This is an optimization exercise on Yosys and OpenROAD, whose aim is small area, not a production implementation.
At most, simulation tests tie the RTL to the original design; equivalence was not proved.
The clock port is modelled as an ideal driver; clocking choices that lean on that would not hold on a real chip.
No activity file was given, so power comes from the tool's default toggle rates.

// System
module System(
	clk,
	rst,
	mbed,
	select,
	GreenBlueServoOut,
	RedServoOut,
	BinRecycleServoOut,
	RedBlueServoOut,
	GreenOtherServoOut,
	dispenseBlueLED,
	dispenseComplete,
	dispenseGreenLED,
	dispenseRedLED,
	mainState,
	mbedOutput,
	results,
	sortBlueLED,
	sortComplete,
	sortGreenLED,
	sortRedLED
);
For scale: roughly 890 cells after synthesis, roughly 180 flip-flops.
export LEC_CHECK = 0
export CAP_MARGIN = 20
export CORE_MARGIN = 2
export CORE_UTILIZATION = 75
export PLACE_DENSITY = 0.9
export SLEW_MARGIN = 20
create_clock -name core_clock -period 10.0 [get_ports {clk}]
standard.sh (not shown) runs the stock make flow with config.mk's settings and CLKGATE_MAP_FILE= SYNTH_SCRIPT=/design/flow/synth_recipe.tcl, a recipe that flattens the netlist after the stock synthesis.
==> flow/flow/run.sh <==
#!/bin/bash
# Own layout flow: the standard ORFS flow (standard.sh, unchanged synthesis),
# with smaller port buffers and a clock tree without dummy loads.
set -euo pipefail
export BUFFER_PORTS_ARGS="-buffer_cell sky130_fd_sc_hd__buf_1"
export CTS_ARGS="-sink_clustering_enable -repair_clock_nets -dont_use_dummy_load -root_buf sky130_fd_sc_hd__clkbuf_4 -buf_list sky130_fd_sc_hd__clkbuf_8"
bash standard.sh synth     > log_1_synth.log     2>&1
bash standard.sh floorplan > log_2_floorplan.log 2>&1
bash standard.sh place     > log_3_place.log     2>&1
bash standard.sh cts       > log_4_cts.log       2>&1
bash standard.sh route     > log_5_route.log     2>&1
bash standard.sh finish    > log_6_finish.log    2>&1
Next try:
CORE_UTILIZATION = 60   (was 75)
PLACE_DENSITY = not set   (was 0.9)
Total power hardly moves.
Worst setup slack gets worse by 17 ps.
Synthesized area stays the same.
Wire length falls by a few percent.
Die area rises by a quarter to a third.

---

System, a different RTL version from the one above (not shown whole).
Size in the first run: about 1,000 cells after synthesis, ~180 flip-flops, roughly 8800 µm² of cells after synthesis.
## System
module System(
	clk,
	rst,
	mbed,
	select,
	GreenBlueServoOut,
	RedServoOut,
	BinRecycleServoOut,
	RedBlueServoOut,
	GreenOtherServoOut,
	dispenseBlueLED,
	dispenseComplete,
	dispenseGreenLED,
	dispenseRedLED,
	mainState,
	mbedOutput,
	results,
	sortBlueLED,
	sortComplete,
	sortGreenLED,
	sortRedLED
);
clock: 10.0 ns
lec_check: 0
cap_margin: 20
core_margin: 2
core_utilization: 60
slew_margin: 20
Scripts as last shown in full above: flow/flow/run.sh
Next try:
==> flow/run.sh (new file) <==
#!/bin/bash
# synth_recipe.tcl (not shown) runs the flow's synth.tcl, then flattens the netlist and writes it again
# the make line also repeats each setting of config.mk as NAME=value (left out here)
make -C /OpenROAD-flow-scripts/flow DESIGN_CONFIG=/design/flow/config.mk WORK_HOME=/design/flow/orfs CLKGATE_MAP_FILE= SYNTH_SCRIPT=/design/flow/synth_recipe.tcl finish
- CTS_BUF_LIST: not set -> sky130_fd_sc_hd__clkbuf_8
removed: flow/flow/run.sh
removed: flow/standard.sh
Outcome: Combinational power rose by 9.0%; total power increases by 11%; global-route usage stays flat; count of clock-buffer cells in the layout rises by 1; worst setup slack gets worse by 0.83 ns; maximum frequency shrinks by 15%; cell count is higher by 1.2%; sequential share of layout area falls by 1.5 points; critical path depth does not change; synthesized cell count stays the same.

---

Another version of the RTL of System (not shown whole).
For scale: roughly 890 cells after synthesis, roughly 170 flip-flops, roughly 34 I/O pins, about 8600 um2 of cells after synthesis.
clock: 10.0 ns
lec_check: 0
cap_margin: 20
core_margin: 2
core_utilization: 60
slew_margin: 20
==> flow/flow/run.sh <==
#!/bin/bash
# Own layout flow: the standard ORFS flow (standard.sh, unchanged synthesis),
# with smaller port buffers and a clock tree without dummy loads.
set -euo pipefail
export BUFFER_PORTS_ARGS="-buffer_cell sky130_fd_sc_hd__buf_1"
export CTS_ARGS="-sink_clustering_enable -repair_clock_nets -dont_use_dummy_load -root_buf sky130_fd_sc_hd__clkbuf_4 -buf_list sky130_fd_sc_hd__clkbuf_4"
export POST_CTS_TCL="$PWD/flow/post_cts.tcl"
bash standard.sh synth     > log_1_synth.log     2>&1
bash standard.sh floorplan > log_2_floorplan.log 2>&1
bash standard.sh place     > log_3_place.log     2>&1
bash standard.sh cts       > log_4_cts.log       2>&1
bash standard.sh route     > log_5_route.log     2>&1
bash standard.sh finish    > log_6_finish.log    2>&1
==> flow/flow/post_cts.tcl <==
proc fix_clock_leaf_slew { limit } {
  estimate_parasitics -placement
  set n 0
  foreach inst [[ord::get_db_block] getInsts] {
    set m [[$inst getMaster] getName]
    if { $m ne "sky130_fd_sc_hd__clkbuf_4" } { continue }
    set worst 0.0
    foreach it [$inst getITerms] {
      if { ![$it isOutputSignal] } { continue }
      set net [$it getNet]
      if { $net eq "NULL" } { continue }
      foreach sink [$net getITerms] {
        if { [$sink isOutputSignal] } { continue }
        set pin [get_pins [[$sink getInst] getName]/[[$sink getMTerm] getName]]
        set s [get_property $pin slew_max]
        if { $s > $worst } { set worst $s }
      }
    }
    if { $worst > $limit } {
      replace_cell [get_cells [$inst getName]] sky130_fd_sc_hd__clkbuf_8
      incr n
    }
  }
  puts "fix_clock_leaf_slew: upsized $n clock buffers"
  return $n
}

fix_clock_leaf_slew 0.100
set result [catch { detailed_placement } msg]
if { $result != 0 } { error "Detailed placement failed after clock buffer upsizing: $msg" }
check_placement -verbose
Then changed:
--- a/flow/flow/run.sh
+++ b/flow/flow/run.sh
@@ -2,3 +2,5 @@
 # Own layout flow: the standard ORFS flow (standard.sh, unchanged synthesis),
-# with smaller port buffers and a clock tree without dummy loads.
+# with smaller port buffers, a clock tree without dummy loads built from
+# clkbuf_4, and the leaf buffers whose clock pins see a slow slew upsized
+# to clkbuf_8 (flow/post_cts.tcl, run at the end of the cts step).
 set -euo pipefail
What happened: Final area does not change. Final cell count stays the same. Die area is unchanged. Non-clock buffer count does not change. Register-to-register slack barely changes. Synthesized cell count is unchanged.

---

System, a different RTL version from the one above (not shown whole).
For scale: ~34 I/O pins.
make LEC_CHECK=0 CAP_MARGIN=20 CORE_MARGIN=2 CORE_UTILIZATION=40 SLEW_MARGIN=20 finish   # period 10.0 ns
run.sh (not shown) runs the stock make flow with config.mk's settings and CLKGATE_MAP_FILE= SYNTH_SCRIPT=/design/flow/synth_recipe.tcl, a recipe that flattens the netlist after the stock synthesis.
Stock flow here: none of the scripts above is used.
==> next run, changes <==
--- a/flow/config.mk
+++ b/flow/config.mk
@@ -10 +10,2 @@
-export CORE_UTILIZATION = 40
+export CORE_UTILIZATION = 70
+export PLACE_DENSITY = 0.8
=> Final area falls slightly. Critical path depth stays the same. Clock-buffer cell count does not change. Power falls slightly. Fmax rises slightly. First-iteration DRC count rises by well over a third.

---

## JK
System, a different RTL version from the one above (not shown whole).
Size: roughly 1100 cells after synthesis, roughly 180 flip-flops.
==> flow/config.mk <==
export PLATFORM = sky130hd
export DESIGN_NAME = System
export DESIGN_NICKNAME = System
export VERILOG_FILES = /design/flow/design.v
export SDC_FILE = /design/flow/constraint.sdc
export NUM_CORES = 4
export LEC_CHECK = 0
export CAP_MARGIN = 20
export CORE_MARGIN = 2
export CORE_UTILIZATION = 60
export SLEW_MARGIN = 20
==> flow/constraint.sdc <==
create_clock -name core_clock -period 10.0 [get_ports {clk}]
set_input_delay 2.0000 -clock core_clock [delete_from_list [all_inputs] [get_ports {clk}]]
set_output_delay 2.0000 -clock core_clock [all_outputs]
set_load 0.01 [all_outputs]
standard.sh (not shown) runs the stock make flow with config.mk's settings and CLKGATE_MAP_FILE= SYNTH_SCRIPT=/design/flow/synth_recipe.tcl, a recipe that flattens the netlist after the stock synthesis.
==> flow/flow/run.sh <==
#!/bin/bash
# Own layout flow: the standard ORFS flow (standard.sh, unchanged synthesis),
# with smaller port buffers and a clock tree without dummy loads.
set -euo pipefail
export BUFFER_PORTS_ARGS="-buffer_cell sky130_fd_sc_hd__buf_1"
export CTS_ARGS="-sink_clustering_enable -repair_clock_nets -dont_use_dummy_load -buf_list sky130_fd_sc_hd__clkbuf_8 -sink_clustering_size 60 -sink_clustering_max_diameter 300"
bash standard.sh synth     > log_1_synth.log     2>&1
bash standard.sh floorplan > log_2_floorplan.log 2>&1
bash standard.sh place     > log_3_place.log     2>&1
bash standard.sh cts       > log_4_cts.log       2>&1
bash standard.sh route     > log_5_route.log     2>&1
bash standard.sh finish    > log_6_finish.log    2>&1
Edits applied to the flow inputs when going from JK to MS:
diff --git a/flow/flow/run.sh b/flow/flow/run.sh
--- a/flow/flow/run.sh
+++ b/flow/flow/run.sh
@@ -5,3 +5,3 @@
 export BUFFER_PORTS_ARGS="-buffer_cell sky130_fd_sc_hd__buf_1"
-export CTS_ARGS="-sink_clustering_enable -repair_clock_nets -dont_use_dummy_load -buf_list sky130_fd_sc_hd__clkbuf_8 -sink_clustering_size 60 -sink_clustering_max_diameter 300"
+export CTS_ARGS="-sink_clustering_enable -repair_clock_nets -dont_use_dummy_load -buf_list sky130_fd_sc_hd__clkbuf_16 -sink_clustering_size 50 -sink_clustering_max_diameter 300"
 bash standard.sh synth     > log_1_synth.log     2>&1
Results
Max relative area change from synthesis to final layout across MS and JK: MS
Summary of MS over JK: overall power after layout climbed 14%, maximum frequency roughly the same, flip-flop and latch count after synthesis neither gained nor lost much, final wirelength higher.
Function was not checked in any run of this note: the RTL went through the layout flow alone.

---

Another version of the RTL of System (not shown whole).
Size: ~1100 cells after synthesis, about 180 flip-flops, roughly 34 I/O pins.
Settings: LEC_CHECK=0, CAP_MARGIN=20, CORE_MARGIN=2, CORE_UTILIZATION=60, SLEW_MARGIN=20; clock period 10.0 ns.
==> flow/flow/run.sh <==
#!/bin/bash
# Own layout flow: the standard ORFS flow (standard.sh, unchanged synthesis),
# with smaller port buffers and a clock tree without dummy loads.
set -euo pipefail
export BUFFER_PORTS_ARGS="-buffer_cell sky130_fd_sc_hd__buf_1"
export CTS_ARGS="-sink_clustering_enable -repair_clock_nets -dont_use_dummy_load -buf_list sky130_fd_sc_hd__clkbuf_8 -sink_clustering_size 30 -sink_clustering_max_diameter 100"
bash standard.sh synth     > log_1_synth.log     2>&1
bash standard.sh floorplan > log_2_floorplan.log 2>&1
bash standard.sh place     > log_3_place.log     2>&1
bash standard.sh cts       > log_4_cts.log       2>&1
bash standard.sh route     > log_5_route.log     2>&1
bash standard.sh finish    > log_6_finish.log    2>&1
The baseline ran to the end with no violations.
Next try:
==> flow/run.sh (new file) <==
#!/bin/bash
# synth_recipe.tcl (not shown) runs the flow's synth.tcl, then flattens the netlist and writes it again
# the make line also repeats each setting of config.mk as NAME=value (left out here)
make -C /OpenROAD-flow-scripts/flow DESIGN_CONFIG=/design/flow/config.mk WORK_HOME=/design/flow/orfs CLKGATE_MAP_FILE= SYNTH_SCRIPT=/design/flow/synth_recipe.tcl finish
CTS_BUF_LIST = sky130_fd_sc_hd__clkbuf_8   (was unset)
CTS_CLUSTER_DIAMETER = 100   (was unset)
CTS_CLUSTER_SIZE = 30   (was unset)
removed: flow/flow/run.sh
removed: flow/standard.sh
Clock power rose by 35%.
Combinational power rose by 5.9%.
Sequential power is about the same.
Core utilization rose by 2.3 points.
Die area is unchanged.
Via count rose by 0.55%.
No functional check of the RTL was part of any run of this note.

==> static timing again, ports no longer ideal <==
How much do the figures lean on ideal ports? The routed layouts below were timed once more, with nothing changed but the port constraints. Step 1 (the two cells are an assumption about what drives the block):
set clk [get_ports {clk}]
set_driving_cell -lib_cell sky130_fd_sc_hd__clkbuf_16 $clk
set_driving_cell -lib_cell sky130_fd_sc_hd__buf_2 [delete_from_list [all_inputs] $clk]
Step 2 times the ports against the registers' clock, not the clock port: input delays grow and output delays shrink by t, the midpoint of the rising clock arrivals with the driver on. Three values: no drivers, after step 1, after step 2; two values: the first two.
run | shift t [ns] | setup slack, ns | hold WS [ns]
the first run of note 1 | 0.624 | 4.214 / 4.227 / 3.603 | 0.346 / 0.346 / 0.346
the second run of note 1 | 0.627 | 4.198 / 4.216 / 3.589 | 0.345 / 0.345 / 0.345
the first run of note 2 | 0.620 | 5.149 / 5.127 / 5.127 | 0.372 / 0.372 / 0.372
the second run of note 2 | 0.500 | 4.317 / 4.294 / 4.294 | 0.369 / 0.369 / 0.369
the first run of note 3 | 0.470 | 4.177 / 4.188 / 3.718 | 0.438 / 0.438 / 0.438
the second run of note 3 | 0.470 | 4.177 / 4.188 / 3.718 | 0.438 / 0.438 / 0.438
the first run of note 4 | 0.470 | 4.342 / 4.321 / 4.321 | 0.467 / 0.467 / 0.467
the second run of note 4 | 0.467 | 4.361 / 4.340 / 4.340 | 0.465 / 0.465 / 0.465
JK | 0.487 | 4.846 / 4.825 / 4.732 | 0.381 / 0.381 / 0.381
MS | 0.468 | 4.848 / 4.827 / 4.716 | 0.380 / 0.380 / 0.380
the first run of note 6 | 0.484 | 5.030 / 5.008 / 5.008 | 0.457 / 0.457 / 0.457
the second run of note 6 | 0.499 | 4.291 / 4.268 / 4.268 | 0.454 / 0.454 / 0.454
After both steps setup and hold are still met in every run listed. For the first run of note 1, which loses most, drivers alone change the setup slack by +0.013 ns; drivers and shift together by -0.611 ns.
